Context: an optimization exercise on an open-source flow, tuned for small area. The choices shown serve that exercise and are no tape-out recipe.
Where RTL was checked, it was by simulation tests only, not by an equivalence proof against the original.
Only the layout flow was run in runs 3 and 4; the RTL was not checked for function there.
Power and IR drop assume default switching activity.

## flow/constraint.sdc

```tcl
create_clock -name core_clock -period 10.0 [get_ports {sys_clk}]
set_input_delay 2.0000 -clock core_clock [delete_from_list [all_inputs] [get_ports {sys_clk}]]
set_output_delay 2.0000 -clock core_clock [all_outputs]
set_load 0.01 [all_outputs]
```

## flow/design.v

```verilog
module my_rand(clk,
               rnd_rst,
               seed0,
               num
              );
input clk;
input rnd_rst;
input [31:0]  seed0;
output [31:0] num;
reg [31:0] num;
reg [31:0] seed;
reg [31:0] seed1,seed2;
always @(posedge clk) begin
      seed <= seed0;
end
always @(posedge clk) begin
    num <= seed ^ seed1 ^ ~seed2;
end
reg [31:0] s1,s2;
always @(posedge clk) begin
  s1 = seed1;
  s2 = seed2;
  if(rnd_rst) begin
    seed1 <= 32'hab312def;
    seed2 <= 32'hcd975130;
  end else begin
	s1[31] = s2[00]|  ~s1[09]| s1[13];
	s1[30] =  ~seed[17]^  ~s1[06]|  ~s2[01];
	s1[29] = s1[08]^  ~seed[07]^ s1[03];
	s1[28] = s2[20]^ s1[02]&  ~s2[01];
	s1[27] =  ~s1[01]& seed[18]^  ~s1[13];
	s1[26] = seed[04]^ seed[16]|  ~s2[22];
	s1[25] =  ~s2[20]| s1[14]^  ~seed[05];
	s1[24] =  ~seed[04]^ seed[20]&  ~s1[22];
	s1[23] = seed[15]^  ~s2[07]^ s1[08];
	s1[22] = s2[05]| s1[13]^ s1[20];
	s1[21] =  ~s1[12]& seed[14]^  ~s1[16];
	s1[20] =  ~seed[11]^  ~s1[11]^ s2[01];
	s1[19] = s2[00]^ seed[08]^  ~s2[18];
	s1[18] =  ~s1[13]^ s2[08]^ s2[15];
	s1[17] =  ~seed[12]&  ~seed[16]| seed[15];
	s1[16] =  ~s2[14]|  ~s1[17]|  ~seed[20];
	s1[15] =  ~seed[18]&  ~s1[08]^ s2[07];
	s1[14] = seed[13]^  ~seed[15]^  ~s1[12];
	s1[13] = seed[10]^  ~s1[13]^  ~seed[22];
	s1[12] =  ~s2[07]& s2[03]& s2[01];
	s1[11] =  ~seed[06]^  ~s2[11]|  ~s1[02];
	s1[10] = s1[19]^ s1[03]^  ~s1[22];
	s1[09] = seed[15]^ s2[11]^  ~s1[10];
	s1[08] =  ~s1[15]^ s2[22]^ seed[07];
	s1[07] =  ~s1[10]&  ~s2[10]| seed[01];
	s1[06] =  ~s2[05]^  ~seed[16]^  ~s1[01];
	s1[05] = s1[22]&  ~s2[00]^ s1[07];
	s1[04] = seed[12]&  ~s1[15]^  ~seed[02];
	s1[03] =  ~s2[22]&  ~seed[12]|  ~s1[03];
	s1[02] = s2[17]^  ~s1[02]^  ~s1[21];
	s1[01] = s2[05]^  ~s2[09]^  ~seed[02];
	s1[00] = s1[31] ^ s2[16]^  ~s1[14];
	s2[31] =  ~s1[20]& s1[14]^ s1[18];
	s2[30] = s1[12]&  ~s1[04]^  ~seed[15];
	s2[29] =  ~s2[04]^ s1[02]| s1[02];
	s2[28] = s2[15]^  ~seed[10]| seed[15];
	s2[27] = s2[04]& seed[01]^ s1[18];
	s2[26] =  ~seed[09]^ s1[22]^  ~s1[20];
	s2[25] =  ~seed[08]|  ~seed[19]^  ~seed[02];
	s2[24] = seed[19]^ s1[09]|  ~seed[08];
	s2[23] = s1[21]^ s1[13]^  ~s2[02];
	s2[22] = s2[16]|  ~seed[03]|  ~s2[17];
	s2[21] = seed[07]| s1[20]^ s1[13];
	s2[20] =  ~s2[22]& seed[22]& s1[15];
	s2[19] = seed[06]& s2[04]^ s2[12];
	s2[18] = s2[21]^ s2[01]^  ~s2[21];
	s2[17] =  ~s1[00]^  ~seed[15]^ s2[08];
	s2[16] =  ~s2[21]^  ~s1[07]^  ~s1[06];
	s2[15] =  ~s2[20]^ seed[20]| s1[00];
	s2[14] =  ~s2[09]^ s2[18]^ s1[14];
	s2[13] =  ~seed[02]&  ~seed[08]^  ~s1[02];
	s2[12] =  ~seed[10]| s1[19]^  ~s2[03];
	s2[11] = seed[02]^  ~seed[15]^ seed[11];
	s2[10] = seed[15]^  ~s1[19]^  ~seed[03];
	s2[09] =  ~s2[14]^ s2[22]^  ~s1[06];
	s2[08] = seed[02]^ s1[21]|  ~s2[15];
	s2[07] =  ~s1[17]^ s1[03]^ s1[18];
	s2[06] =  ~seed[21]^ s1[16]^  ~s1[22];
	s2[05] = s2[20]^ s2[10]|  ~seed[09];
	s2[04] = s2[18]|  ~seed[21]^  ~seed[14];
	s2[03] = s2[14]^  ~s1[13]^  ~seed[10];
	s2[02] =  ~s2[06]|  ~seed[03]^  ~seed[15];
	s2[01] =  ~s2[03]^  ~seed[13]| s1[05];
	s2[00] =  ~s2[31] &  ~seed[15]&  ~s1[22];
	seed1 <= s1;
	seed2 <= s2;
  end
end
endmodule
module audio_driver( clk,
                     rst_n,
                     snd_sel,
                     audio_o
                   );
input clk;
input rst_n;
input wire[1:0] snd_sel;
output reg audio_o;
reg  [13:0] timer_1ms;
reg  [3:0]  cycle_cnt;
reg  [3:0]  tm;
reg  [2:0]  state;
reg  [1:0]  kind;
always @(posedge clk) begin
   if(!rst_n) timer_1ms <= 14'd15999;
   else       timer_1ms <= (timer_1ms==0) ? 14'd15999 : timer_1ms - 14'd1;
end
wire msec = (timer_1ms == 0);
wire [3:0] t1 = (kind == 2'd3) ? 4'd0 : 4'd3;
wire [3:0] t2 = (kind == 2'd3) ? 4'd2 : 4'd1;
wire [3:0] t3 = (kind == 2'd3) ? 4'd2 : 4'd0;
wire [3:0] t4 = (kind == 2'd3) ? 4'd2 : (kind == 2'd1) ? 4'd10 : 4'd0;
wire tz = (tm == 0);
always @(posedge clk) begin
  if(!rst_n) begin
     audio_o   <= 0;
     cycle_cnt <= 0;
     tm        <= 0;
     state     <= 0;
  end else if(snd_sel!=0 && state==0) begin
     cycle_cnt <= 10;
     state     <= 1;
     kind      <= snd_sel;
     tm        <= (snd_sel == 2'd3) ? 4'd0 : 4'd3;
  end else if(msec) begin
     case(state)
       3'd1: begin
                audio_o <= 1'b1;
                if (tz) begin state <= 2; tm <= t2; end
                else    tm <= tm - 4'd1;
             end
       3'd2: begin
                audio_o <= 1'b0;
                if (tz) begin
                   if (cycle_cnt == 0) begin
                      state <= 3; tm <= t3; cycle_cnt <= 10;
                   end else begin
                      state <= 1; tm <= t1; cycle_cnt <= cycle_cnt - 4'd1;
                   end
                end else tm <= tm - 4'd1;
             end
       3'd3: begin
                audio_o <= 1'b1;
                if (tz) begin state <= 4; tm <= t4; end
                else    tm <= tm - 4'd1;
             end
       3'd4: begin
                audio_o <= 1'b0;
                if (tz) begin
                   if (cycle_cnt == 0) begin
                      state <= 0; tm <= 0;
                   end else begin
                      state <= 3; tm <= t3; cycle_cnt <= cycle_cnt - 4'd1;
                   end
                end else tm <= tm - 4'd1;
             end
       default: ;
     endcase
  end
end
endmodule
module vid_score #(parameter NUM0_POS = 114, parameter NUM1_POS = 131)
                  (score0,
                   score1,
                   x,
                   y,
                   num
                  );
input  wire[3:0] score0;
input  wire[3:0] score1;
input  wire[7:0] x;
input  wire[7:0] y;
output reg       num;
wire [3:0] score = x[7] ? score1 : score0;
wire xl  = (x == NUM0_POS)   || (x == NUM1_POS);
wire xh  = (x == NUM0_POS+3) || (x == NUM1_POS+3);
wire xa  = (x >= NUM0_POS && x <= NUM0_POS+3) || (x >= NUM1_POS && x <= NUM1_POS+3);
wire xa1 = xa && !xl;
wire yt  = (y == 19 || y == 20);             
wire ym  = (y == 25 || y == 26);             
wire yb  = (y == 31 || y == 32);             
wire yu  = (y >= 19 && y <= 26);             
wire yl  = (y >= 25 && y <= 32);             
wire yf  = (y >= 19 && y <= 32);             
always @(*) begin
   case(score)
      4'd0: num = (xa && (yt || yb)) || ((xl || xh) && yf);
      4'd1: num = xh && yf;
      4'd2: num = (xa && (yt || ym || yb)) || (xh && yu) || (xl && yl);
      4'd3: num = (xa && (yt || yb)) || (xa1 && ym) || (xh && yf);
      4'd4: num = (xl && yu) || (xh && yf) || (xa && ym);
      4'd5: num = (xa && (yt || ym || yb)) || (xl && yu) || (xh && yl);
      4'd6: num = (xa && (yt || ym || yb)) || (xl && yf) || (xh && yl);
      4'd7: num = (xa && yt) || (xh && yf);
      4'd8: num = (xa && (yt || ym || yb)) || ((xl || xh) && yf);
      4'd9: num = (xa && (yt || ym || yb)) || (xl && yu) || (xh && yf);
      default: num = 1'b0;
   endcase
end
endmodule
module vid_timer16(clk,
                 rst_n,
                 vid_sync,
                 vid_time,
                 xstart,
                 x,
                 y
                 );
input           clk;
input           rst_n;
output reg      vid_sync;
output reg      vid_time;
output          xstart;
output [7:0]    x;
output [7:0]    y;
localparam T_FULL = 10'd939;    
localparam T_HALF = 10'd430;    
localparam T_ZERO = 10'd940;    
reg[9:0]  tq;
reg       fld;
reg[9:0]  hl;
reg       s1, s5;
reg       hs;
assign x = tq[9:2];
assign xstart = (tq == 10'd0);
assign y = hl[8:1];
wire t_full = (tq == T_FULL);
wire t_half = (tq == T_HALF);
wire t_zero = (tq == T_ZERO);
wire w_a = (tq >= 10'd941) && (tq <= 10'd1015);    
wire w_b = (tq >= 10'd431) && (tq <= 10'd505);     
wire w_c = (tq >= 10'd356) && (tq <= 10'd430);     
wire w_d = (tq >= 10'd865) && (tq <= 10'd939);     
wire half_sf = fld ? (hl >= 10'd504 && hl <= 10'd521) : (hl >= 10'd502 && hl <= 10'd519);
wire s15 = s1 | s5;
wire hp  = w_a || (w_b && half_sf);
wire h1p = w_c || (w_d && s15) || (w_b && s1);
wire hs_time = t_zero || (half_sf && t_half);
always @(posedge clk) begin
  vid_sync <= (~hs) ^ (hp && !s15) ^ (h1p && s15);
end
always @(posedge clk) begin
   if(rst_n==0) begin
      fld <= 1'b1;
      hl  <= 10'd504;
   end else if(t_full || t_half) begin
      if (hl == (fld ? 10'd525 : 10'd523)) begin
         fld <= ~fld;
         hl  <= 10'd0;
      end else begin
         hl  <= hl + 10'd1;
      end
   end
end
always @(posedge clk) begin
   if(rst_n==0) begin
      hs <= 1;
      s1 <= 0;
      s5 <= 0;
   end else begin
      hs <= s15;
      if (fld && hl == 10'd510) s1 <= 1'b1;       
      if (fld && hl == 10'd516) s1 <= 1'b0;       
      if (!fld && hl == 10'd509) s5 <= 1'b1;      
      if (!fld && hl == 10'd515) s5 <= 1'b0;      
   end
end
always @(posedge clk) begin
  if(rst_n==0) vid_time <= 0;
  else         vid_time <= ((hl <= 10'd502) || (fld && hl == 10'd503 && tq == 10'd431)) && !hp && !hs_time;
end
always @(posedge clk) begin
 if(rst_n==0)   tq <= T_ZERO;
 else           tq <= (tq==10'd1016) ? 10'h0 : tq+10'd1;
end
endmodule
module vid_driver(clk,
                  rst_n,
                  vid_time,
                  xstart,
                  x,
                  y,
                  padl0,
                  padl1,
                  vid,
                  audio_o,
                  DEMO_MODE,
                  serv_ball,
                  game_rst,
                  speed2
                 );
input  clk;
input  rst_n;
input  vid_time;
input  xstart;       
input  wire[7:0] x;
input  wire[7:0] y;
input  wire[7:0] padl0;
input  wire[7:0] padl1;
input  DEMO_MODE;
input  serv_ball;
input  game_rst;
input  speed2;
output reg vid;
output     audio_o;
localparam  X_L = 27;
localparam  X_R = 219;
localparam  Y_T = 17;
localparam  Y_B = 243;
localparam  BAR      = 124;
localparam  NUM0_POS = BAR-10;
localparam  NUM1_POS = BAR+7;
localparam  MISS     = 2'b01;
localparam  BOUNCE   = 2'b10;
localparam  HIT      = 2'b11;
localparam  DIR_STR  = 2'b00;
localparam  DIR_UP   = 2'b01;
localparam  DIR_DOWN = 2'b10;
localparam  DIR_NONE = 2'b11;
reg       GO_GAME;
reg       stop_game;
reg       winner;
reg [3:0] score0;
reg [3:0] score1;
reg [7:0] ballx;
reg       ballx_inc;    
reg [7:0] bally;
reg [1:0] bally_dir;    
reg       step2;        
wire[7:0] step = {6'd0, step2, ~step2};
reg [1:0] dir_cmd;      
reg [1:0] snd_pre;      
reg [1:0] snd_sel;
reg rst_n1, rst_n2, rst_n3, rst_n4, rst_n5, rst_n6, rst_n7;
always @(posedge clk) begin
  rst_n7 <= rst_n6;
  rst_n6 <= rst_n5;
  rst_n5 <= rst_n4;
  rst_n4 <= rst_n3;
  rst_n3 <= rst_n2;
  rst_n2 <= rst_n1;
  rst_n1 <= rst_n;
end
wire end_rst = rst_n3 & ~rst_n4;
reg  sof;
always @(posedge clk) sof <= vid_time && xstart && (y == 8'd0);
reg [7:0] pl0, pl1;
reg       ps0, ps1;
always @(posedge clk) begin
   if (sof) begin
      if (padl0 <= 17)       begin pl0 <= 8'd17;  ps0 <= 1'b1; end
      else if (padl0 <= 228) begin pl0 <= padl0;  ps0 <= 1'b0; end
      else                   begin pl0 <= 8'd229; ps0 <= 1'b1; end
      if (padl1 <= 17)       begin pl1 <= 8'd17;  ps1 <= 1'b1; end
      else if (padl1 <= 228) begin pl1 <= padl1;  ps1 <= 1'b0; end
      else                   begin pl1 <= 8'd229; ps1 <= 1'b1; end
   end
end
wire [7:0] plb = ballx[7] ? pl1 : pl0;
wire       psb = ballx[7] ? ps1 : ps0;
wire [8:0] bd  = {1'b0, bally} - {1'b0, plb};
wire hit  = ~bd[8] && (bd[7:4] == 4'd0) && !(psb && bd[3:0] == 4'd15);
wire top  = ~bd[8] && (bd[7:0] <= 8'd4);
wire bot  = hit && (bd[3:0] >= 4'd11);
wire [1:0] hdir = top ? DIR_UP : bot ? DIR_DOWN : DIR_STR;
wire [7:0] ply = x[7] ? pl1 : pl0;
wire       psy = x[7] ? ps1 : ps0;
wire [8:0] yd  = {1'b0, y} - {1'b0, ply};
wire yin = ~yd[8] && (yd[7:4] == 4'd0) && !(psy && yd[3:0] == 4'd15);
always @(posedge clk) begin
   if(!rst_n) begin
       GO_GAME <= 0;
   end else if (serv_ball) begin
       GO_GAME <= 1'b1;
   end else if (stop_game) begin
       GO_GAME <= 1'b0;
   end
end
wire go = GO_GAME | DEMO_MODE;
wire at_l = (ballx <= X_L);
wire at_r = (ballx >= X_R);
reg [1:0] pad_snd;
reg [1:0] pad_dir;
always @(*) begin
   pad_snd = 2'b00;
   pad_dir = DIR_NONE;
   if (!DEMO_MODE && !game_rst) begin
      if (at_l || at_r) begin
         pad_snd = hit ? HIT : MISS;
         if (hit) pad_dir = hdir;
      end
   end
end
always @(posedge clk) begin
   if(~rst_n || game_rst) begin
      score0    <= 0;
      score1    <= 0;
      stop_game <= 0;
      winner    <= 0;
   end else if (DEMO_MODE) begin
      stop_game <= 1'b0;
   end else begin
      if(serv_ball) stop_game <= 1'b0;
      if (at_l) begin
         if (hit) begin
            stop_game <= 1'b0;
         end else begin
            if(stop_game==0 && winner==0 && score1!=9) score1 <= score1+1;
            if(score1==9) winner <= 1;
            stop_game <= 1'b1;
         end
      end
      if (at_r) begin
         if (hit) begin
            stop_game <= 1'b0;
         end else begin
            if(stop_game==0 && winner==0 && score0!=9) score0 <= score0+1;
            if(score0==9) winner <= 1;
            stop_game <= 1'b1;
         end
      end
   end
end
reg [1:0] wall_snd;
reg [1:0] wall_dir;
wire serve = (DEMO_MODE && end_rst) || !go;
wire x_bounce = ballx_inc ? at_r : at_l;
wire x_up     = ballx_inc ^ x_bounce;
wire y_top    = (bally <= Y_T);
wire y_bot    = (bally >= Y_B);
wire y_up     = bally_dir[1] ? !y_bot : y_top;    
always @(*) begin
   wall_snd = 2'b00;
   wall_dir = DIR_NONE;
   if (serve) begin
      case (rnd_data[9:8])
         2'b00: wall_dir = DIR_NONE;
         2'b01: wall_dir = DIR_UP;
         2'b10: wall_dir = DIR_DOWN;
         2'b11: wall_dir = DIR_STR;
      endcase
   end else if (sof) begin
      if (x_bounce) wall_snd = BOUNCE;
      if (bally_dir == 2'b01 && y_top) begin
         wall_snd = BOUNCE;
         wall_dir = DIR_DOWN;
      end
      if (bally_dir == 2'b10 && y_bot) begin
         wall_snd = BOUNCE;
         wall_dir = DIR_UP;
      end
   end
end
always @(posedge clk) begin
   if (rst_n) begin
      if (serve) begin
         ballx     <= 8'd124;
         step2     <= speed2;
         ballx_inc <= ~rnd_data[13];
         bally     <= rnd_data[6:0] + 8'd67;
      end else if (sof) begin
         ballx <= ballx + (x_up ? step : -step);
         if (x_bounce) ballx_inc <= ~ballx_inc;
         if (bally_dir == 2'b01 || bally_dir == 2'b10) bally <= bally + (y_up ? step : -step);
      end
   end
end
wire [1:0] next_cmd = (pad_dir == DIR_UP   || wall_dir == DIR_UP)   ? DIR_UP :
                      (pad_dir == DIR_DOWN || wall_dir == DIR_DOWN) ? DIR_DOWN :
                      (pad_dir == DIR_STR  || wall_dir == DIR_STR)  ? DIR_STR : DIR_NONE;
always @(posedge clk) begin
   if (~rst_n) begin
      dir_cmd   <= DIR_NONE;
      snd_pre   <= 2'b00;
      snd_sel   <= 2'b00;
      bally_dir <= 2'b00;
   end else begin
      dir_cmd   <= next_cmd;
      snd_pre   <= (pad_snd != 2'b00) ? pad_snd : wall_snd;
      snd_sel   <= snd_pre;
      if (dir_cmd != DIR_NONE) bally_dir <= dir_cmd;
   end
end
reg xlr8_pix;    
always @(posedge clk) begin
   xlr8_pix <= ( y==80 &&                              (x>=79 && x<=90 )) ||
               ((y==81 || y==82 || y==101|| y==102) && (x==91 || x==102)) ||
               ((y==83 || y==84 || y==99 || y==100) && (x==92 || x==101)) ||
               ((y==85 || y==86 || y==97 || y==98 ) && (x==93 || x==100)) ||
               ((y==87 || y==88 || y==95 || y==96 ) && (x==94 || x==99)) ||
               ((y==89 || y==90 || y==93 || y==94 ) && (x==95 || x==98)) ||
               ((y==91 || y==92)                    && (x==96 || x==97) ) ||
               (x>=110 && x<=119 && y==102) || (x==110 && y >=80 && y<= 102) ||
               (x>=130 && x<=138 && y==80)   || (x==130 && y >=80 && y<=102) ||
               (x>=130 && x<=138 && y==91)   || (x==139 && y >=81 && y<= 90) ||
               (x==133 && (y==91  || y==92)) || (x==134 && (y==93 || y==94)) ||
               (x==135 && (y==95  || y==96)) || (x==136 && (y==97 || y==98)) ||
               (x==137 && (y==99  || y==100))|| (x==138 && (y==101 || y==102)) ||
               ((x>=139 && x<=151) && y==102) ||
               ((x>=144 && x<=150)  && (y==85 || y==92 || y==99)) ||
               ((x==143 || x==151)  && y>=86 && y<=91) ||
               ((x==143 || x==151)  && y>=93 && y<=98);
end
wire num;
vid_score #(.NUM0_POS (NUM0_POS), .NUM1_POS (NUM1_POS)) scores (.score0(score0), .score1(score1), .x(x), .y(y), .num(num));
wire pad  = (x==25 || x==26 || x==221 || x==222) && yin;
wire [8:0] byd = {1'b0, y} - {1'b0, bally};
wire bar  = (x==BAR) && (y>=18 && y<=243);
wire ball = go && (x==ballx) && (byd[8:1] == 8'd0);
reg pix;
always @(posedge clk) begin
   pix <= vid_time && (pad || bar || (winner && xlr8_pix) || (rst_n && (num || ball)));
end
always @(posedge clk) begin
   if(!rst_n) vid <= 0;
   else       vid <= pix;
end
reg [31:0]  new_sd;
wire[31:0]  rnd_data;
always @(posedge clk) begin
  if(rst_n==0 && rst_n4==1) new_sd <= 82582568;
  else                      new_sd <= {rnd_data[30:0], rnd_data[31]};
end
wire rnd_rst = (~rst_n1 & rst_n2) | (~rst_n2 & rst_n3) | (~rst_n3 & rst_n4) |
               (~rst_n4 & rst_n5) | (~rst_n5 & rst_n6) | (~rst_n6 & rst_n7);
my_rand gen_rnd(.clk     (clk),
                .rnd_rst (rnd_rst),
                .seed0   (new_sd),
                .num     (rnd_data)
               );
audio_driver audio(.clk     (clk),
                   .rst_n   (rst_n),
                   .snd_sel (snd_sel),
                   .audio_o (audio_o)
                  );
endmodule
module pong16 (sys_clk,
               rst_n,
               dm_sel,
               ramadr,
               ramwe,
               ramre,
               dbus_in,
               vid_sync_o,
               vid_o,
               audio_o
              );
input            sys_clk;
input            rst_n;
input wire       dm_sel;
input wire       ramwe;
input wire       ramre;
input wire [7:0] ramadr;
input [7:0]      dbus_in;
output      vid_sync_o;
output      vid_o;
output      audio_o;
localparam PAD0_ADDR  = 8'hE0;
localparam PAD1_ADDR  = 8'hE1;
localparam PNGCR_ADDR = 8'hE2;
wire vid_sync;
wire vid;
reg vid_sync_o;
reg vid_o;
reg[7:0]  PAD0;
reg[7:0]  PAD1;
reg       DEMO_MODE;
reg[3:0]  serv_ball_cnt;
reg[3:0]  game_rst_cnt;
reg       speed2;
wire wsel = dm_sel & ramwe & (ramadr[7:2] == 6'b111000);
wire pad0_we  = wsel & (ramadr[1:0] == 2'd0);
wire pad1_we  = wsel & (ramadr[1:0] == 2'd1);
wire pngcr_we = wsel & (ramadr[1:0] == 2'd2);
always @(posedge sys_clk) begin
  if(!rst_n)       PAD0 <= 100;
  else if(pad0_we) PAD0 <= dbus_in;
end
always @(posedge sys_clk) begin
  if(!rst_n)       PAD1 <= 100;
  else if(pad1_we) PAD1 <= dbus_in;
end
wire serv_ball = |serv_ball_cnt;
always @(posedge sys_clk) begin
  if(!rst_n) serv_ball_cnt <= 0;
  else       serv_ball_cnt <= (pngcr_we && dbus_in[1]) ? 4'd10 : serv_ball ? serv_ball_cnt-4'd1 : 4'd0;
end
wire game_rst = |game_rst_cnt;
always @(posedge sys_clk) begin
  if(!rst_n) game_rst_cnt <= 0;
  else       game_rst_cnt <= (pngcr_we && dbus_in[0]) ? 4'd10 : game_rst ? game_rst_cnt-4'd1 : 4'd0;
end
always @(posedge sys_clk) begin
  if(!rst_n) begin
     speed2    <= 1'b0;
     DEMO_MODE <= 1'b1;
  end else if(pngcr_we) begin
     speed2    <= dbus_in[4];
     DEMO_MODE <= dbus_in[7];
  end
end
reg [9:0] cntr;
always @(posedge sys_clk) begin
  if(~rst_n)          cntr <= 10'd800;
  else if(cntr != 0)  cntr <= cntr - 10'd1;
end
wire rst_na = ~((cntr >= 10'd21) && (cntr <= 10'd398));
always @(posedge sys_clk) begin
  vid_sync_o <= vid_sync;
  vid_o <= vid;
end
wire [7:0] x, y;
wire       vid_time;
wire       xstart;
vid_timer16 v_timer(.clk       (sys_clk),
                    .rst_n     (rst_na),
                    .vid_sync  (vid_sync),
                    .vid_time  (vid_time),
                    .xstart    (xstart),
                    .x         (x),
                    .y         (y)
                   );
vid_driver v_drvr(.clk        (sys_clk),
                  .rst_n      (rst_na),
                  .vid_time   (vid_time),
                  .xstart     (xstart),
                  .x          (x),
                  .y          (y),
                  .vid        (vid),
                  .audio_o    (audio_o),
                  .padl0      (PAD0),
                  .padl1      (PAD1),
                  .DEMO_MODE  (DEMO_MODE),
                  .serv_ball  (serv_ball),
                  .game_rst   (game_rst),
                  .speed2     (speed2)
                 );
endmodule
```

## flow/config.mk

```make
export PLATFORM = sky130hd
export DESIGN_NAME = pong16
export DESIGN_NICKNAME = pong16
export VERILOG_FILES = /design/flow/design.v
export SDC_FILE = /design/flow/constraint.sdc
export NUM_CORES = 4
export LEC_CHECK = 0
export CAP_MARGIN = 20
export CORE_MARGIN = 2
export CORE_UTILIZATION = 40
export CTS_BUF_LIST = sky130_fd_sc_hd__clkbuf_4
export CTS_CLUSTER_DIAMETER = 50
export CTS_CLUSTER_SIZE = 10
export SLEW_MARGIN = 20
```

## flow/run.sh

```bash
#!/bin/bash
# synth_recipe.tcl (not shown) runs the flow's synth.tcl, then flattens the netlist and writes it again
# the make line also repeats each setting of config.mk as NAME=value (left out here)
make -C /OpenROAD-flow-scripts/flow DESIGN_CONFIG=/design/flow/config.mk WORK_HOME=/design/flow/orfs CLKGATE_MAP_FILE= SYNTH_SCRIPT=/design/flow/synth_recipe.tcl finish
```

==> run_results.csv, run 1 <==
group,metric,value,unit
run_status,outcome,"finished clean",
synth,synth_top_family_by_area,"simple AND/OR/NAND/NOR gates",
synth,ys_seq_elements,318,
placement,portBuffers,22,
sta,layout_min_cycle_time,3.86,ns
power,leakagePower,6.66,nW
synth,synth_mux_area_share,3.52,%
synth,synth_top_cell_by_area,"dfxtp_1",
min_path,min_path_type,"reg -> reg",
min_path,worstHoldPathCells,0,
placement,hpwl,25700,um
drt,drt_iter0_drc,842,
synth,synth.distinct_cells,83,
grt,antenna_found_initial,2,
layout,synthToLayoutAreaGrowth,7.82,%
floorplan,die_x,202,um
power,seqPwrFrac,46.4,%
sta,timing.final.ws_setup,6.14,ns
synth,syn-cell-area,15700,um^2
synth,synth_fa_ha_area_share,5.67,%
setup_path,cp.required,10.68,ns
layout,drive_gt1_share,6.15,%
clock_tree,postCtsHoldBufs,0,
synth,synth-simple-area-share,19.7,%
layout,finalNetCount,1805,
min_path,hp-start,"v_drvr.new_sd[22]",
sta,hold_viol,0,
power,p_clk_share,17.4,%
flow_run,maxCapViolCount,0,
power,power.switching,1.77,mW
sta,timing.fmax,259,MHz
grt,grt_max_degree,36,
synth,syn-instance-count,1715,
sta,skew,0.0467,ns
sta,tightest_slew,1.04,ns
drt,avgRoutedWirePerCell,16.3,um
placement,pre_cts_ws,5.49,ns
setup_path,rr_worst_depth,11,
power,intPower,2.88,mW
setup_path,crit_type,"reg -> reg",
drt,drtAntennaViolNets,0,
grt,grt_usage,18.3,%
setup_path,cp_max_fo,16,
grt,grt_pass1_vias,11700,
setup_path,startpoint_type,"register",
clock_tree,post-cts-setup-buffers,0,
power,p_comb_share,36.2,%
synth,synth_edf_count,38,
clock_tree,cts_resized,0,
grt,gr-total-overflow,0,
drt,viasPerCell,5.33,
sta,finalSetupViolCount,0,
synth,synth-main-ff-cell,"dfxtp_1",
sta,slew-limit-headroom,30.6,%
drt,routed_wl,36900,um
clock_tree,numClockSinks,318,
synth,synth_compound_gate_area_share,12.8,%
setup_path,endpoint_kind,"register",
synth,ys_seq_area_share,43.1,%
power,ir_drop,0.000200,V
drt,drc,0,
clock_tree,cts_buffers,44,
floorplan,rows,72,
setup_path,r2r_end,"v_drvr.score1[1]",
floorplan,floorplan.initialDensity,40.5,%
sta,tns,0,ns
synth,synth_xor_area_share,11.4,%
drt,num_vias,12100,
floorplan,die_h,202,um
synth,synth-async-reset-ratio,0,%
layout,fillerInstances,3803,
power,powerDensity,276,nW/um^2
setup_path,cp.arrival,4.54,ns
power,switching_share,38.0,%
clock_tree,insertion_delay,0.80,ns
setup_path,rrSetupSlack,6.14,ns
sta,final-max-slew-violation-count,0,
clock_tree,cts_buffer_depth,3,
synth,synth_most_common_cell,"dfxtp_1",
synth,synth_area_leaders,"dfxtp_1 36%, edfxtp_1 7.3%, xnor2_1 6.8%, ha_1 5.0%, xor2_1 4.6%",
synth,ys_warn_count,6,
clock_tree,cts_tree,"done",
sta,rsz0062_at_grt,"no",
synth,synth.top_cell.area_share,35.8,%
clock_tree,cts-root-buf,"clkbuf_4",
sta,period_share,38.6,%
synth,synth_commonest_cells,"280 x dfxtp_1, 152 x nand2_1, 147 x nor2_1",
clock_tree,htreeDepth,2,
drt,first_pass_iters,6,
floorplan,die_area,40700,um^2
setup_path,timing.rr.start,"v_drvr.ballx[7]",
synth,syn_avg_cell_area,9.13,um^2
grt,grt_pass1_wl,60700,um
floorplan,core,38600,um^2
floorplan,pin_count,24,
placement,gp_congestion,0.884,
synth,syn_nets,1804,
min_path,holdPathEnd,"v_drvr.gen_rnd.seed[22]",
clock_tree,clk_pin_slew_worst_paths,0.10,ns
## sequential cells by signal, summed over array words and instances (netlist names), 8 cells and up
name,flops
PAD0,8
PAD1,8
cntr,10
v_drvr.audio.timer_1ms,14
v_drvr.ballx,8
v_drvr.bally,8
v_drvr.gen_rnd.num,32
v_drvr.gen_rnd.seed,32
v_drvr.gen_rnd.seed1,32
v_drvr.gen_rnd.seed2,32
v_drvr.new_sd,32
v_drvr.pl0,8
v_drvr.pl1,8
v_timer.hl,10
v_timer.tq,10
## routing by layer
layer | up-vias | wire length [um] | track usage (%) | share of wire, %
met5 | - | 0 | 0 | 0
met4 | 0 | 831 | 5.30 | 2.3
met3 | 60 | 1910 | 3.56 | 5.2
met2 | 301 | 16700 | 29.3 | 45
met1 | 5696 | 17400 | 25.1 | 47
li1 | 5993 | - | - | -
## worst max-delay path: stages, from the launching register on
cell,delay [ns]
edfxtp_1,0.84
mux2_2,0.29
ha_1,0.17
inv_1,0.06
fa_1,0.42
a21o_1,0.20
a221o_1,0.36
o22ai_1,0.15
nand2_1,0.16
o311ai_2,0.74
o21ai_0,0.21
a21oi_1,0.15
## stage by stage
stage,cells,util (%),hold WS [ns],power (mW),instance area [um^2]
after floorplan,1715,-,0.310,3.42,15700
final,2261,43.7,0.326,4.65,16900
after detailed placement,2188,42.2,0.312,3.86,16300
after global placement,2188,42.2,0.309,3.83,16300
after CTS,2257,43.6,0.319,4.69,16900
after global routing,2261,43.7,0.329,5.01,16900
## cell families after synthesis
| logic type | Yosys count |
|---|---|
| AOI/OAI and AO/OA | 316 |
| xor gates and xnor gates | 203 |
| adders and majority gates | 68 |
| buffers and inverters | 153 |
| DFF | 318 |
| muxes | 54 |
| and+or+nand+nor | 603 |
## power by group through the flow
stage          Sequential, mW  Combinational [mW]  Clock, mW
6_report                 2.16                1.68      0.811
5_1_grt                  2.21                1.90      0.901
4_1_cts                  2.16                1.69      0.846
3_5_place_dp             2.18                1.68          0
3_3_place_gp             2.17                1.66          0
2_1_floorplan            1.95                1.46          0
## area by class of cell
| class | instances | area [um^2] | share of cell area [%] |
|---|---|---|---|
| Inverter | 74 | 278 | 1.65 |
| Antenna cell | 4 | 10.0 | 0.0593 |
| Timing Repair Buffer | 34 | 310 | 1.84 |
| Clock inverter | 15 | 173 | 1.02 |
| Sequential cell | 318 | 6750 | 40.0 |
| Tap cell | 518 | 648 | 3.84 |
| Multi-Input combinational cell | 1244 | 8310 | 49.2 |
| Clock buffer | 54 | 405 | 2.40 |
## how the worst max path moves through the flow
| stage | startpoint | to | slack, ns |
|---|---|---|---|
| after global placement | ramadr[4] | game_rst_cnt[2] | 5.54 |
| final | v_drvr.ballx[7] | v_drvr.score1[1] | 6.14 |
| after floorplan | ramadr[4] | PAD1[2] | 6.29 |
| after CTS | v_drvr.ballx[7] | v_drvr.score1[1] | 6.12 |
| after detailed placement | ramadr[4] | game_rst_cnt[2] | 5.49 |
| after global routing | v_drvr.ballx[7] | v_drvr.score1[0] | 5.78 |
## placed cells by master, fill, tap and decap left out, types with 16 or more instances in the layout
master,n
a21oi_1,95
and2_1,41
clkbuf_4,54
clkdlybuf4s50_1,22
dfxtp_1,280
edfxtp_1,38
ha_1,63
inv_1,73
mux2i_1,45
nand2_1,152
nand2b_1,36
nand3_1,40
nand4_1,18
nor2_1,147
nor2b_1,17
nor3_1,41
nor4_1,16
o21ai_0,76
or3_1,23
xnor2_1,121
xor2_1,82
==> inputs of run 2 (changes only) <==
--- a/flow/config.mk
+++ b/flow/config.mk
@@ -10,5 +10,5 @@
 export CORE_UTILIZATION = 40
-export CTS_BUF_LIST = sky130_fd_sc_hd__clkbuf_4
-export CTS_CLUSTER_DIAMETER = 50
-export CTS_CLUSTER_SIZE = 10
+export CTS_BUF_LIST = sky130_fd_sc_hd__clkbuf_8
+export CTS_CLUSTER_DIAMETER = 60
+export CTS_CLUSTER_SIZE = 20
 export SLEW_MARGIN = 20
==> run 2 against run 1 <==
Critical path depth is the same; global-route usage shrank 0.42 points; flip-flop and latch count is the same; synthesized cell count is the same; via count shrank 0.97%; total power grew 0.65%; still clean on timing, DRC and antenna; critical endpoint is now v_drvr.score1[3].
==> run_results.csv, run 2 <==
group,metric,value,unit
layout,finalNetCount,1790,
placement,numPlacedInstances,2188,
synth,synth_xor_area_share,11.4,%
synth,syn-cell-area,15700,um^2
grt,grt_use_met2,28.8,%
setup_path,slowest_delay,0.85,ns
drt,drc,0,
synth,syn_avg_cell_area,9.13,um^2
clock_tree,clk_pin_slew_worst_paths,0.10,ns
sta,rsz0062_at_grt,"no",
setup_path,worst_path_max_delay_cell,"edfxtp_1",
layout,final_core_util,43.8,%
synth,synth_most_common_cell,"dfxtp_1",
power,seqPwrFrac,46.1,%
sta,hold_viol,0,
grt,grt_pass1_wl,59900,um
clock_tree,cts_tree,"done",
synth,synth_mux_area_share,3.52,%
grt,grt_pass1_vias,11400,
drt,viasPerCell,5.33,
sta,skew,0.0349,ns
layout,diodes,0,
layout,drive_gt1_share,5.11,%
layout,synthToLayoutAreaGrowth,8.15,%
clock_tree,htreeDepth,1,
power,ir_drop,0.000229,V
synth,synth-async-reset-ratio,0,%
power,p_clk_share,18.0,%
synth,synth-simple-area-share,19.7,%
power,power.switching,1.82,mW
min_path,min_path_type,"reg -> reg",
setup_path,crit_type,"reg -> reg",
synth,ys_warn_count,6,
clock_tree,postCtsHoldBufs,0,
grt,grt_usage,17.9,%
sta,layout_min_cycle_time,3.81,ns
sta,tightest_slew,1.10,ns
synth,synth_top_cell_by_area,"dfxtp_1",
clock_tree,cts_buffers,29,
synth,synth_fa_ha_area_share,5.67,%
power,p_comb_share,36.0,%
synth,ys_seq_area_share,43.1,%
synth,synth.distinct_cells,83,
drt,num_vias,11900,
sta,period_share,38.1,%
sta,timing.fmax,262,MHz
placement,portBuffers,22,
setup_path,cp_max_fo,16,
synth,syn_nets,1804,
layout,final_cell_mix,"280 x dfxtp_1, 152 x nand2_1, 147 x nor2_1",
grt,gr-total-overflow,0,
setup_path,cp.arrival,4.35,ns
layout,final_common_cell,"dfxtp_1",
floorplan,die_area,40700,um^2
synth,syn-instance-count,1715,
synth,synth_edf_count,38,
drt,drtAntennaViolNets,0,
run_status,outcome,"finished clean",
setup_path,cp.required,10.54,ns
setup_path,endpoint_kind,"register",
power,leakagePower,6.67,nW
clock_tree,cts_resized,0,
grt,grt_max_degree,36,
synth,synth_commonest_cells,"280 x dfxtp_1, 152 x nand2_1, 147 x nor2_1",
drt,drt_iter0_drc,801,
synth,synth-main-ff-cell,"dfxtp_1",
placement,hpwl,25700,um
power,intPower,2.86,mW
clock_tree,numClockSinks,318,
floorplan,floorplan.initialDensity,40.5,%
floorplan,rows,72,
clock_tree,cts_buffer_depth,3,
setup_path,crit_chain,"mux2_2, ha_1, inv_1, fa_1, a21o_1, a221o_1, o22ai_1, nand2_1, o311ai_2, o21ai_0, a21oi_1",
layout,final_cells,2239,
drt,first_pass_iters,5,
sta,final-max-slew-violation-count,0,
floorplan,die_x,202,um
setup_path,startpoint_type,"register",
synth,synth_top_family_by_area,"simple AND/OR/NAND/NOR gates",
layout,stdcell_area,16900,um^2
power,powerDensity,276,nW/um^2
placement,dpl_cell_area,16300,um^2
grt,grtUsageMet1,25.4,%
sta,tns,0,ns
synth,ys_seq_elements,318,
drt,avgRoutedWirePerCell,16.3,um
placement,gp_congestion,0.884,
drt,routed_wl,36400,um
synth,synth_compound_gate_area_share,12.8,%
clock_tree,post-cts-setup-buffers,0,
power,switching_share,38.9,%
flow_run,maxCapViolCount,0,
grt,met3_usage,2.35,%
sta,slew-limit-headroom,26.6,%
clock_tree,cts-root-buf,"clkbuf_8",
grt,top_usage_layer,"met2",
floorplan,pin_count,24,
synth,synth.top_cell.area_share,35.8,%
floorplan,die_h,202,um
sta,finalSetupViolCount,0,
grt,antenna_found_initial,0,
synth,synth_area_leaders,"dfxtp_1 36%, edfxtp_1 7.3%, xnor2_1 6.8%, ha_1 5.0%, xor2_1 4.6%",
floorplan,core,38600,um^2
clock_tree,insertion_delay,0.62,ns
## run 2: final timing paths
check | to | cells after the start | slack, ns | startpoint
worst max-delay path | v_drvr.score1[3] | 11 | 6.19 | v_drvr.ballx[7]
worst min-delay path | v_drvr.gen_rnd.seed[28] | 0 | 0.32 | v_drvr.new_sd[28]
worst max register to register | v_drvr.score1[3] | 11 | 6.19 | v_drvr.ballx[7]
worst min register to register | v_drvr.gen_rnd.seed[28] | 0 | 0.32 | v_drvr.new_sd[28]
## run 2: logic make-up (layout without fill, tap and decap cells)
group / after synthesis / count (layout)
AOI/OAI and AO/OA: 316 / 316
xor gates and xnor gates: 203 / 203
adders and majority gates: 68 / 68
buffers and inverters: 153 / 159
DFF: 318 / 318
muxes: 54 / 54
and+or+nand+nor: 603 / 603
## run 2: stage by stage
step / total power [mW] / worst slack, ns / hold WS (ns)
4_1_cts: 4.72 / 6.17 / 0.317
2_1_floorplan: 3.42 / 6.29 / 0.310
6_report: 4.68 / 6.19 / 0.317
3_5_place_dp: 3.86 / 5.49 / 0.312
5_1_grt: 5.04 / 5.80 / 0.313
3_3_place_gp: 3.83 / 5.54 / 0.309
## run 2: critical path: cells and delay by family, from the launching register on
kind	cells	cell delay, ns
simple gates	1	0.16
flops	1	0.85
compound gates	6	1.80
buf+inv	1	0.06
fa+ha+maj	2	0.58
mux	1	0.29
## run 2: layout make-up
type | count | area (um^2)
Tap cell | 518 | 648
Inverter | 74 | 278
Clock buffer | 29 | 399
Timing Repair Buffer | 34 | 310
Clock inverter | 22 | 241
Fill cell | 3773 | 21700
Sequential cell | 318 | 6750
Multi-Input combinational cell | 1244 | 8310
## run 2: power groups by stage
stage | combinational (mW) | sequential (mW) | clock, mW
after floorplan | 1.46 | 1.95 | 0
after global placement | 1.66 | 2.17 | 0
after detailed placement | 1.68 | 2.18 | 0
after CTS | 1.69 | 2.16 | 0.874
after global routing | 1.90 | 2.21 | 0.924
final | 1.68 | 2.16 | 0.841
## run 2: routing by layer
metal  vias up  part of all wire (%)
met2       287                    45
met3        56                   5.0
met5         -                     0
met4         0                   2.1
met1      5645                    48
li1       5945                     -
==> inputs of run 3 (changes only) <==
--- a/flow/design.v
+++ b/flow/design.v
@@ -220,10 +220,11 @@
 output [7:0]    x;
-output [7:0]    y;
+output reg[7:0] y;
 localparam T_FULL = 10'd939;    
 localparam T_HALF = 10'd430;    
+localparam T_A    = 10'd864;    
+localparam T_B    = 10'd355;    
 localparam T_ZERO = 10'd940;    
+reg[10:0] sf_cnt;
 reg[9:0]  tq;
-reg       fld;
-reg[9:0]  hl;
-reg       s1, s5;
+reg[2:0]  state;
 reg       hs;
@@ -231,3 +232,2 @@
 assign xstart = (tq == 10'd0);
-assign y = hl[8:1];
 wire t_full = (tq == T_FULL);
@@ -239,7 +239,7 @@
 wire w_d = (tq >= 10'd865) && (tq <= 10'd939);     
-wire half_sf = fld ? (hl >= 10'd504 && hl <= 10'd521) : (hl >= 10'd502 && hl <= 10'd519);
-wire s15 = s1 | s5;
+wire half_sf = ((sf_cnt >= 11'd1) && (sf_cnt <= 11'd17)) || ((sf_cnt >= 11'd525) && (sf_cnt <= 11'd541));
+wire s1  = (state == 3'd1);
+wire s15 = (state == 3'd1) || (state == 3'd5);
 wire hp  = w_a || (w_b && half_sf);
 wire h1p = w_c || (w_d && s15) || (w_b && s1);
-wire hs_time = t_zero || (half_sf && t_half);
 always @(posedge clk) begin
@@ -249,13 +249,8 @@
    if(rst_n==0) begin
-      fld <= 1'b1;
-      hl  <= 10'd504;
+      sf_cnt  <= 0;
    end else if(t_full || t_half) begin
-      if (hl == (fld ? 10'd525 : 10'd523)) begin
-         fld <= ~fld;
-         hl  <= 10'd0;
-      end else begin
-         hl  <= hl + 10'd1;
-      end
+      sf_cnt <= (sf_cnt==11'd1049) ? 11'h0 : sf_cnt+11'h1;
    end
 end
+wire hs_time = t_zero || (((sf_cnt<=11'd17) || (sf_cnt>=11'd524 && sf_cnt<=11'd541)) && t_half);
 always @(posedge clk) begin
@@ -263,10 +258,15 @@
       hs <= 1;
-      s1 <= 0;
-      s5 <= 0;
+      state <= 0;
    end else begin
       hs <= s15;
-      if (fld && hl == 10'd510) s1 <= 1'b1;       
-      if (fld && hl == 10'd516) s1 <= 1'b0;       
-      if (!fld && hl == 10'd509) s5 <= 1'b1;      
-      if (!fld && hl == 10'd515) s5 <= 1'b0;      
+      case(state)
+        3'h0: if(sf_cnt== 6)    state <= 3'h1;
+        3'h1: if(sf_cnt== 12)   state <= 3'h2;
+        3'h2: if(sf_cnt== 18)   state <= 3'h3;
+        3'h3: if(sf_cnt== 525)  state <= 3'h4;
+        3'h4: if(sf_cnt== 531)  state <= 3'h5;
+        3'h5: if(sf_cnt== 537)  state <= 3'h6;
+        3'h6: if(sf_cnt== 542)  state <= 3'h7;
+        3'h7: if(sf_cnt== 1049) state <= 3'h0;
+      endcase
    end
@@ -275,3 +275,6 @@
   if(rst_n==0) vid_time <= 0;
-  else         vid_time <= ((hl <= 10'd502) || (fld && hl == 10'd503 && tq == 10'd431)) && !hp && !hs_time;
+  else         vid_time <= ((state==3 && sf_cnt>21) || (state==7 && sf_cnt>545)) && !hp && !hs_time;
+end
+always @(posedge clk) begin
+  y <= ((state==3 && sf_cnt==22) || (state==7 && sf_cnt==546)) ? 8'h00 : t_zero ? y+8'h01 : y;
 end
--- a/flow/config.mk
+++ b/flow/config.mk
@@ -10,5 +10,2 @@
 export CORE_UTILIZATION = 40
-export CTS_BUF_LIST = sky130_fd_sc_hd__clkbuf_8
-export CTS_CLUSTER_DIAMETER = 60
-export CTS_CLUSTER_SIZE = 20
 export SLEW_MARGIN = 20
==> run 3 against run 2 <==
Critical endpoint is now PAD1[2]; first-iteration DRC count up 13%; critical path depth is 4 lower; setup slack better by 0.13 ns; largest power group unchanged; register-to-register slack improved by 0.18 ns; non-clock buffer count shrank 2; sequential power about the same; clock power is 72% higher; core utilization grew 1.6 points; highest routed layer unchanged.
==> run_results.csv, run 3 <==
group,metric,value,unit
placement,gp_congestion,0.908,
min_path,min_path_type,"reg -> reg",
drt,drtAntennaViolNets,0,
synth,synth_top_cell_by_area,"dfxtp_1",
drt,met3_length,1630,um
power,ir_drop,0.000234,V
setup_path,cp.required,10.41,ns
layout,finalNetCount,1915,
synth,synth-main-ff-cell,"dfxtp_1",
clock_tree,cts_buffers,38,
setup_path,crit_type,"in -> reg",
drt,drt_iter0_drc,906,
sta,whs,0.323,ns
floorplan,die_x,208,um
clock_tree,htreeDepth,2,
clock_tree,clk_pin_slew_worst_paths,0.06,ns
drt,num_vias,12900,
setup_path,endpoint_kind,"register",
synth,syn-instance-count,1839,
drt,drc,0,
drt,routed_wl,38500,um
clock_tree,insertion_delay,0.58,ns
grt,antenna_found_initial,0,
sta,finalSetupViolCount,0,
power,powerDensity,285,nW/um^2
sta,rsz0062_at_grt,"no",
sta,period_share,36.8,%
drt,viasPerCell,5.41,
clock_tree,numClockSinks,327,
floorplan,rows,74,
floorplan,pin_count,24,
placement,hpwl,26900,um
synth,syn_avg_cell_area,9.05,um^2
clock_tree,cts_resized,0,
grt,grt_pass1_vias,12300,
synth,ys_seq_elements,327,
grt,grt_max_degree,37,
layout,diodes,0,
synth,ys_seq_area_share,41.6,%
layout,final_common_cell,"dfxtp_1",
grt,grt_usage,17.6,%
clock_tree,post-cts-setup-buffers,0,
floorplan,core,40900,um^2
placement,portBuffers,22,
synth,synth.top_cell.area_share,34.8,%
clock_tree,cts_tree,"done",
sta,hold_viol,0,
drt,dr.max_layer_used,"met4",
setup_path,cp.arrival,4.09,ns
layout,drive_gt1_share,6.05,%
drt,first_pass_iters,7,
grt,grt_pass1_wl,63500,um
synth,ys_warn_count,6,
setup_path,cp_max_fo,9,
setup_path,startpoint_type,"primary input",
clock_tree,postCtsHoldBufs,0,
synth,synth_commonest_cells,"289 x dfxtp_1, 173 x nor2_1, 145 x nand2_1",
floorplan,die_area,43200,um^2
flow_run,maxCapViolCount,0,
floorplan,die_h,208,um
sta,tightest_slew,1.00,ns
synth,synth.distinct_cells,89,
floorplan,floorplan.initialDensity,40.7,%
clock_tree,cts-root-buf,"clkbuf_16",
synth,synth_area_leaders,"dfxtp_1 35%, edfxtp_1 6.9%, xnor2_1 6.3%, ha_1 5.0%, xor2_1 4.7%",
synth,synth_edf_count,38,
sta,timing.fmax,272,MHz
synth,synth_most_common_cell,"dfxtp_1",
drt,wl_met1,18400,um
drt,met2_length,17400,um
grt,gr-total-overflow,0,
layout,final_cell_mix,"288 x dfxtp_1, 173 x nor2_1, 145 x nand2_1",
drt,avgRoutedWirePerCell,16.1,um
synth,syn_nets,1932,
sta,slew-limit-headroom,32.9,%
sta,tns,0,ns
run_status,outcome,"finished clean",
synth,synth-async-reset-ratio,0,%
power,leakagePower,7.31,nW
synth,syn-cell-area,16600,um^2
sta,final-max-slew-violation-count,0,
clock_tree,cts_buffer_depth,3,
sta,skew,0.0293,ns
layout,synthToLayoutAreaGrowth,11.7,%
sta,layout_min_cycle_time,3.68,ns
run 3: cell type report:
cell class,instances,area (um^2)
Timing Repair Buffer,32,295
Fill cell,3925,22300
Tap cell,532,666
Clock buffer,51,1080
Clock inverter,19,255
Sequential cell,327,6930
Multi-Input combinational cell,1349,9080
Inverter,74,278
run 3: worst paths after layout:
check                                          endpoint              start  slack, ns  cells past startpoint
worst max-delay path                            PAD1[2]          ramadr[7]       6.32                      7
worst min-delay path            v_drvr.gen_rnd.seed[17]  v_drvr.new_sd[17]       0.32                      0
worst max register to register         v_drvr.score1[3]    v_drvr.ballx[7]       6.37                     11
worst min register to register  v_drvr.gen_rnd.seed[17]  v_drvr.new_sd[17]       0.32                      0
run 3: per-layer routing:
layer	vias to the layer above	track usage [%]
met1	6130	24.6
li1	6418	-
met3	66	2.49
met2	280	27.8
met4	0	6.02
met5	-	0
run 3: power by group:
group	total (mW)	internal, mW	switching, mW
Combinational	1.68	0.809	0.870
Clock	1.45	0.857	0.595
Sequential	2.16	1.77	0.390
Total	5.29	3.44	1.85
run 3: worst max-delay path: stages:
cell             delay, ns
clkdlybuf4s50_1       0.46
nand4b_1              0.08
or4_1                 0.56
nor2_1                0.46
nand2_1               0.31
nand2_1               0.14
nand3_1               0.08
run 3: through the flow:
stage / power (mW) / worst slack (ns) / cell area (um^2) / util, % / std cells
after floorplan: 3.45 / 6.44 / 16600 / - / 1839
after global placement: 3.83 / 5.71 / 17200 / 42.1 / 2314
after detailed placement: 3.86 / 5.69 / 17200 / 42.1 / 2314
after CTS: 5.34 / 6.31 / 18600 / 45.4 / 2384
after global routing: 5.65 / 5.99 / 18600 / 45.4 / 2384
final: 5.29 / 6.32 / 18600 / 45.4 / 2384
run 3: kinds of logic (layout without fill, tap and decap cells):
family	Yosys count	after routing	synth area share, %
buffers and inverters	163	176	3.84
DFF	327	327	41.6
muxes	48	48	2.93
xor gates and xnor gates	208	208	10.9
and+or+nand+nor	680	680	21.7
adders and majority gates	72	72	5.64
AOI/OAI and AO/OA	341	341	13.3
==> inputs of run 4 (changes only) <==
--- a/flow/design.v
+++ b/flow/design.v
@@ -167,5 +167,4 @@
 endmodule
-module vid_score #(parameter NUM0_POS = 114, parameter NUM1_POS = 131)
-                  (score0,
-                   score1,
+module vid_score #(parameter POSITION = 114 )
+                  (score,
                    x,
@@ -174,4 +173,5 @@
                   );
-input  wire[3:0] score0;
-input  wire[3:0] score1;
+localparam NUM_LOW = POSITION;
+localparam NUM_HI  = POSITION+3;
+input  wire[3:0] score;
 input  wire[7:0] x;
@@ -179,7 +179,6 @@
 output reg       num;
-wire [3:0] score = x[7] ? score1 : score0;
-wire xl  = (x == NUM0_POS)   || (x == NUM1_POS);
-wire xh  = (x == NUM0_POS+3) || (x == NUM1_POS+3);
-wire xa  = (x >= NUM0_POS && x <= NUM0_POS+3) || (x >= NUM1_POS && x <= NUM1_POS+3);
-wire xa1 = xa && !xl;
+wire xl  = (x == NUM_LOW);
+wire xh  = (x == NUM_HI);
+wire xa  = (x >= NUM_LOW && x <= NUM_HI);
+wire xa1 = (x >= NUM_LOW+1 && x <= NUM_HI);
 wire yt  = (y == 19 || y == 20);             
@@ -367,13 +366,16 @@
 end
-wire [7:0] plb = ballx[7] ? pl1 : pl0;
-wire       psb = ballx[7] ? ps1 : ps0;
-wire [8:0] bd  = {1'b0, bally} - {1'b0, plb};
-wire hit  = ~bd[8] && (bd[7:4] == 4'd0) && !(psb && bd[3:0] == 4'd15);
-wire top  = ~bd[8] && (bd[7:0] <= 8'd4);
-wire bot  = hit && (bd[3:0] >= 4'd11);
-wire [1:0] hdir = top ? DIR_UP : bot ? DIR_DOWN : DIR_STR;
-wire [7:0] ply = x[7] ? pl1 : pl0;
-wire       psy = x[7] ? ps1 : ps0;
-wire [8:0] yd  = {1'b0, y} - {1'b0, ply};
-wire yin = ~yd[8] && (yd[7:4] == 4'd0) && !(psy && yd[3:0] == 4'd15);
+wire [8:0] bd0 = {1'b0, bally} - {1'b0, pl0};
+wire [8:0] bd1 = {1'b0, bally} - {1'b0, pl1};
+wire hit0 = ~bd0[8] && (bd0[7:4] == 4'd0) && !(ps0 && bd0[3:0] == 4'd15);
+wire hit1 = ~bd1[8] && (bd1[7:4] == 4'd0) && !(ps1 && bd1[3:0] == 4'd15);
+wire top0 = ~bd0[8] && (bd0[7:0] <= 8'd4);
+wire top1 = ~bd1[8] && (bd1[7:0] <= 8'd4);
+wire bot0 = hit0 && (bd0[3:0] >= 4'd11);
+wire bot1 = hit1 && (bd1[3:0] >= 4'd11);
+wire [1:0] hdir0 = top0 ? DIR_UP : bot0 ? DIR_DOWN : DIR_STR;
+wire [1:0] hdir1 = top1 ? DIR_UP : bot1 ? DIR_DOWN : DIR_STR;
+wire [8:0] yd0 = {1'b0, y} - {1'b0, pl0};
+wire [8:0] yd1 = {1'b0, y} - {1'b0, pl1};
+wire yin0 = ~yd0[8] && (yd0[7:4] == 4'd0) && !(ps0 && yd0[3:0] == 4'd15);
+wire yin1 = ~yd1[8] && (yd1[7:4] == 4'd0) && !(ps1 && yd1[3:0] == 4'd15);
 always @(posedge clk) begin
@@ -396,5 +398,9 @@
    if (!DEMO_MODE && !game_rst) begin
-      if (at_l || at_r) begin
-         pad_snd = hit ? HIT : MISS;
-         if (hit) pad_dir = hdir;
+      if (at_l) begin
+         pad_snd = hit0 ? HIT : MISS;
+         if (hit0) pad_dir = hdir0;
+      end
+      if (at_r) begin
+         pad_snd = hit1 ? HIT : MISS;
+         if (hit1) pad_dir = hdir1;
       end
@@ -413,3 +419,3 @@
       if (at_l) begin
-         if (hit) begin
+         if (hit0) begin
             stop_game <= 1'b0;
@@ -422,3 +428,3 @@
       if (at_r) begin
-         if (hit) begin
+         if (hit1) begin
             stop_game <= 1'b0;
@@ -435,7 +441,2 @@
 wire serve = (DEMO_MODE && end_rst) || !go;
-wire x_bounce = ballx_inc ? at_r : at_l;
-wire x_up     = ballx_inc ^ x_bounce;
-wire y_top    = (bally <= Y_T);
-wire y_bot    = (bally >= Y_B);
-wire y_up     = bally_dir[1] ? !y_bot : y_top;    
 always @(*) begin
@@ -451,4 +452,4 @@
    end else if (sof) begin
-      if (x_bounce) wall_snd = BOUNCE;
-      if (bally_dir == 2'b01 && y_top) begin
+      if ((!ballx_inc && at_l) || (ballx_inc && at_r)) wall_snd = BOUNCE;
+      if (bally_dir == 2'b01 && bally <= Y_T) begin
          wall_snd = BOUNCE;
@@ -456,3 +457,3 @@
       end
-      if (bally_dir == 2'b10 && y_bot) begin
+      if (bally_dir == 2'b10 && bally >= Y_B) begin
          wall_snd = BOUNCE;
@@ -470,5 +471,19 @@
       end else if (sof) begin
-         ballx <= ballx + (x_up ? step : -step);
-         if (x_bounce) ballx_inc <= ~ballx_inc;
-         if (bally_dir == 2'b01 || bally_dir == 2'b10) bally <= bally + (y_up ? step : -step);
+         if (!ballx_inc) begin
+            if (at_l) begin
+               ballx     <= ballx + step;
+               ballx_inc <= 1'b1;
+            end else begin
+               ballx     <= ballx - step;
+            end
+         end else begin
+            if (at_r) begin
+               ballx     <= ballx - step;
+               ballx_inc <= 1'b0;
+            end else begin
+               ballx     <= ballx + step;
+            end
+         end
+         if (bally_dir == 2'b01) bally <= (bally <= Y_T) ? bally + step : bally - step;
+         if (bally_dir == 2'b10) bally <= (bally >= Y_B) ? bally - step : bally + step;
       end
@@ -512,11 +527,12 @@
 end
-wire num;
-vid_score #(.NUM0_POS (NUM0_POS), .NUM1_POS (NUM1_POS)) scores (.score0(score0), .score1(score1), .x(x), .y(y), .num(num));
-wire pad  = (x==25 || x==26 || x==221 || x==222) && yin;
-wire [8:0] byd = {1'b0, y} - {1'b0, bally};
+wire num0, num1;
+vid_score #(.POSITION (NUM0_POS)) p0_score (.score(score0), .x(x), .y(y), .num(num0));
+vid_score #(.POSITION (NUM1_POS)) p1_score (.score(score1), .x(x), .y(y), .num(num1));
+wire p0   = (x==25  || x==26)  && yin0;
+wire p1   = (x==221 || x==222) && yin1;
 wire bar  = (x==BAR) && (y>=18 && y<=243);
-wire ball = go && (x==ballx) && (byd[8:1] == 8'd0);
+wire ball = go && (x==ballx) && (y==bally || {1'b0,y}=={1'b0,bally}+9'd1);
 reg pix;
 always @(posedge clk) begin
-   pix <= vid_time && (pad || bar || (winner && xlr8_pix) || (rst_n && (num || ball)));
+   pix <= vid_time && (p0 || p1 || bar || (winner && xlr8_pix) || (rst_n && (num0 || num1 || ball)));
 end
==> run 4 against run 3 <==
Still clean on timing, DRC and antenna; critical path depth grew 5; maximum frequency grew 0.59%; clock power shrank 3%; core utilization shrank 0.15 points; sequential power is essentially flat; highest routed layer unchanged.
==> run_results.csv, run 4 <==
group,metric,value,unit
sta,slew-limit-headroom,33.4,%
clock_tree,postCtsHoldBufs,0,
synth,ys_warn_count,7,
clock_tree,cts_buffers,37,
synth,synth.distinct_cells,82,
drt,num_vias,13600,
floorplan,die_area,44500,um^2
sta,rsz0062_at_grt,"no",
synth,ys_seq_elements,327,
floorplan,rows,75,
grt,grt_pass1_wl,68000,um
sta,tns,0,ns
placement,hpwl,29500,um
power,p_comb_share,34.1,%
power,powerDensity,286,nW/um^2
setup_path,cp.arrival,4.11,ns
setup_path,cp_max_fo,8,
clock_tree,post-cts-setup-buffers,0,
synth,synth_top_cell_by_area,"dfxtp_1",
floorplan,die_x,211,um
layout,synthToLayoutAreaGrowth,11.3,%
sta,hold_viol,0,
synth,synth-async-reset-ratio,0,%
synth,synth_area_leaders,"dfxtp_1 34%, edfxtp_1 6.7%, xnor2_1 6.6%, ha_1 5.6%, xor2_1 5.2%",
grt,gr-total-overflow,0,
grt,grt_usage,18.8,%
layout,final_cell_mix,"289 x dfxtp_1, 189 x nor2_1, 163 x nand2_1",
synth,synth.top_cell.area_share,33.8,%
clock_tree,cts_resized,0,
grt,grt_max_degree,35,
clock_tree,clk_pin_slew_worst_paths,0.06,ns
setup_path,worst_path_max_delay_cell,"o21ai_1",
synth,syn_avg_cell_area,8.82,um^2
synth,synth_mux_area_share,2.07,%
setup_path,crit_type,"reg -> reg",
placement,portBuffers,22,
clock_tree,insertion_delay,0.58,ns
clock_tree,htreeDepth,2,
setup_path,startpoint_type,"register",
floorplan,pin_count,24,
synth,synth-simple-area-share,21.7,%
power,leakagePower,7.47,nW
drt,avgRoutedWirePerCell,16.7,um
drt,drtAntennaViolNets,0,
synth,syn_nets,2049,
sta,tightest_slew,0.997,ns
synth,synth_fa_ha_area_share,6.56,%
floorplan,die_h,211,um
layout,finalNetCount,2026,
sta,period_share,36.6,%
setup_path,cpMostUsedCell,"inv_1",
setup_path,slowest_delay,0.56,ns
synth,synth_edf_count,38,
floorplan,floorplan.initialDensity,40.7,%
drt,viasPerCell,5.47,
clock_tree,numClockSinks,327,
power,p_clk_share,25.9,%
power,switching_share,36.3,%
sta,layout_min_cycle_time,3.66,ns
power,ir_drop,0.000189,V
synth,synth-main-ff-cell,"dfxtp_1",
sta,timing.final.ws_setup,6.34,ns
clock_tree,cts_tree,"done",
sta,timing.fmax,273,MHz
synth,synth_xor_area_share,11.8,%
layout,drive_gt1_share,5.18,%
synth,syn-cell-area,17100,um^2
sta,skew,0.0310,ns
synth,synth_compound_gate_area_share,13.4,%
clock_tree,cts-root-buf,"clkbuf_16",
synth,synth_most_common_cell,"dfxtp_1",
layout,diodes,0,
floorplan,core,42100,um^2
drt,drc,0,
synth,ys_seq_area_share,40.4,%
synth,syn-instance-count,1943,
layout,final_common_cell,"dfxtp_1",
run_status,outcome,"finished clean",
placement,gp_congestion,0.914,
sta,final-max-slew-violation-count,0,
setup_path,endpoint_kind,"register",
power,power.switching,1.98,mW
drt,routed_wl,41600,um
sta,finalSetupViolCount,0,
min_path,min_path_type,"reg -> reg",
power,intPower,3.48,mW
power,seqPwrFrac,40.0,%
grt,grt_pass1_vias,13100,
layout,final_core_util,45.3,%
grt,antenna_found_initial,0,
clock_tree,cts_buffer_depth,3,
drt,drt_iter0_drc,932,
drt,first_pass_iters,6,
synth,synth_commonest_cells,"289 x dfxtp_1, 189 x nor2_1, 163 x nand2_1",
setup_path,crit_chain,"inv_1, ha_1, inv_1, fa_1, a211oi_1, o21ai_0, a21oi_1, nor2_1, o21ai_1, a2bb2oi_1, o31ai_1, a211o_1",
setup_path,cp.required,10.45,ns
synth,synth_top_family_by_area,"simple AND/OR/NAND/NOR gates",
flow_run,maxCapViolCount,0,
placement,pre_cts_ws,5.77,ns
## run 4: logic make-up after synthesis
logic type               after synthesis
multiplexers                          35
AO/OA/AOI/OAI                        353
flip-flops                           327
AND/OR/NAND/NOR                      728
adder cells (fa/ha/maj)               85
XOR/XNOR                             231
buffers and inverters                184
## run 4: path summary, 6_finish.rpt
check / start / endpoint / slack (ns) / cells past startpoint
setup reg to reg: v_drvr.bally[0] / v_drvr.dir_cmd[1] / 6.34 / 12
hold / removal: v_drvr.new_sd[22] / v_drvr.gen_rnd.seed[22] / 0.33 / 0
setup / recovery: v_drvr.bally[0] / v_drvr.dir_cmd[1] / 6.34 / 12
hold reg to reg: v_drvr.new_sd[22] / v_drvr.gen_rnd.seed[22] / 0.33 / 0
## run 4: worst max-delay path: cells and delay by family, from the launching register on
kind / cells / cell delay [ns]
adder cells (fa/ha/maj): 2 / 0.68
buffers and inverters: 2 / 0.30
AND/OR/NAND/NOR: 1 / 0.07
AO/OA/AOI/OAI: 7 / 1.99
flip-flops: 1 / 0.50
## run 4: per-stage QoR
step,instances,cell area [um^2],power [mW],hold WS [ns]
floorplan,1943,17100,3.55,0.310
global placement,2420,17800,4.00,0.310
detailed placement,2420,17800,4.03,0.312
CTS,2487,19100,5.49,0.325
global route,2487,19100,5.81,0.329
finish,2487,19100,5.46,0.326
## run 4: layout make-up
type	instances	area [um^2]
clock buffer	48	1050
clock inverter	19	262
fill	4006	23100
inverter	87	327
multi-input combinational	1432	9520
sequential	327	6930
tap	539	674
timing repair buffer	35	318
## run 4: power groups by stage
| stage | Clock [mW] | Combinational (mW) | Sequential [mW] |
|---|---|---|---|
| after floorplan | 0 | 1.54 | 2.00 |
| after global placement | 0 | 1.81 | 2.19 |
| after detailed placement | 0 | 1.84 | 2.20 |
| after CTS | 1.45 | 1.86 | 2.18 |
| after global routing | 1.50 | 2.08 | 2.23 |
| final | 1.41 | 1.86 | 2.18 |
## run 4: per-layer routing
metal	vias to the layer above	GRT usage, %	routed length (um)
met5	-	0	0
met4	0	7.33	1350
met3	100	2.82	2270
met2	349	29.4	18500
met1	6421	26.2	19500
li1	6725	-	-

[afterwards: timing with drivers on the ports]
The results above use ideal ports. As a check the final layouts listed here were re-extracted and re-timed, cells and wires unchanged. Step 1 assumes that a clkbuf_16 drives the clock port and a buf_2 every other input. Step 2 moves the port delays by t, midway between the first and last clock arrival at a register: inputs arrive t later, outputs are due t later. That takes back most of the time a late clock gives input paths. a / b / c = ideal ports / drivers / drivers and shift; a / b = the first two.
| run | t (ns) | setup WS [ns] | pins driven straight from the clock port |
|---|---|---|---|
| run 1 | 0.822 | 6.141 / 6.141 / 5.527 | 1 |
| run 2 | 0.657 | 6.187 / 6.187 / 5.559 | 1 |
| run 3 | 0.617 | 6.319 / 6.341 / 5.725 | 1 |
| run 4 | 0.619 | 6.340 / 6.340 / 5.750 | 1 |
After both steps setup and hold are still met in every run listed. The setup slack of run 2, which loses most, moves by 0.000 ns with the drivers and by -0.628 ns with both steps.
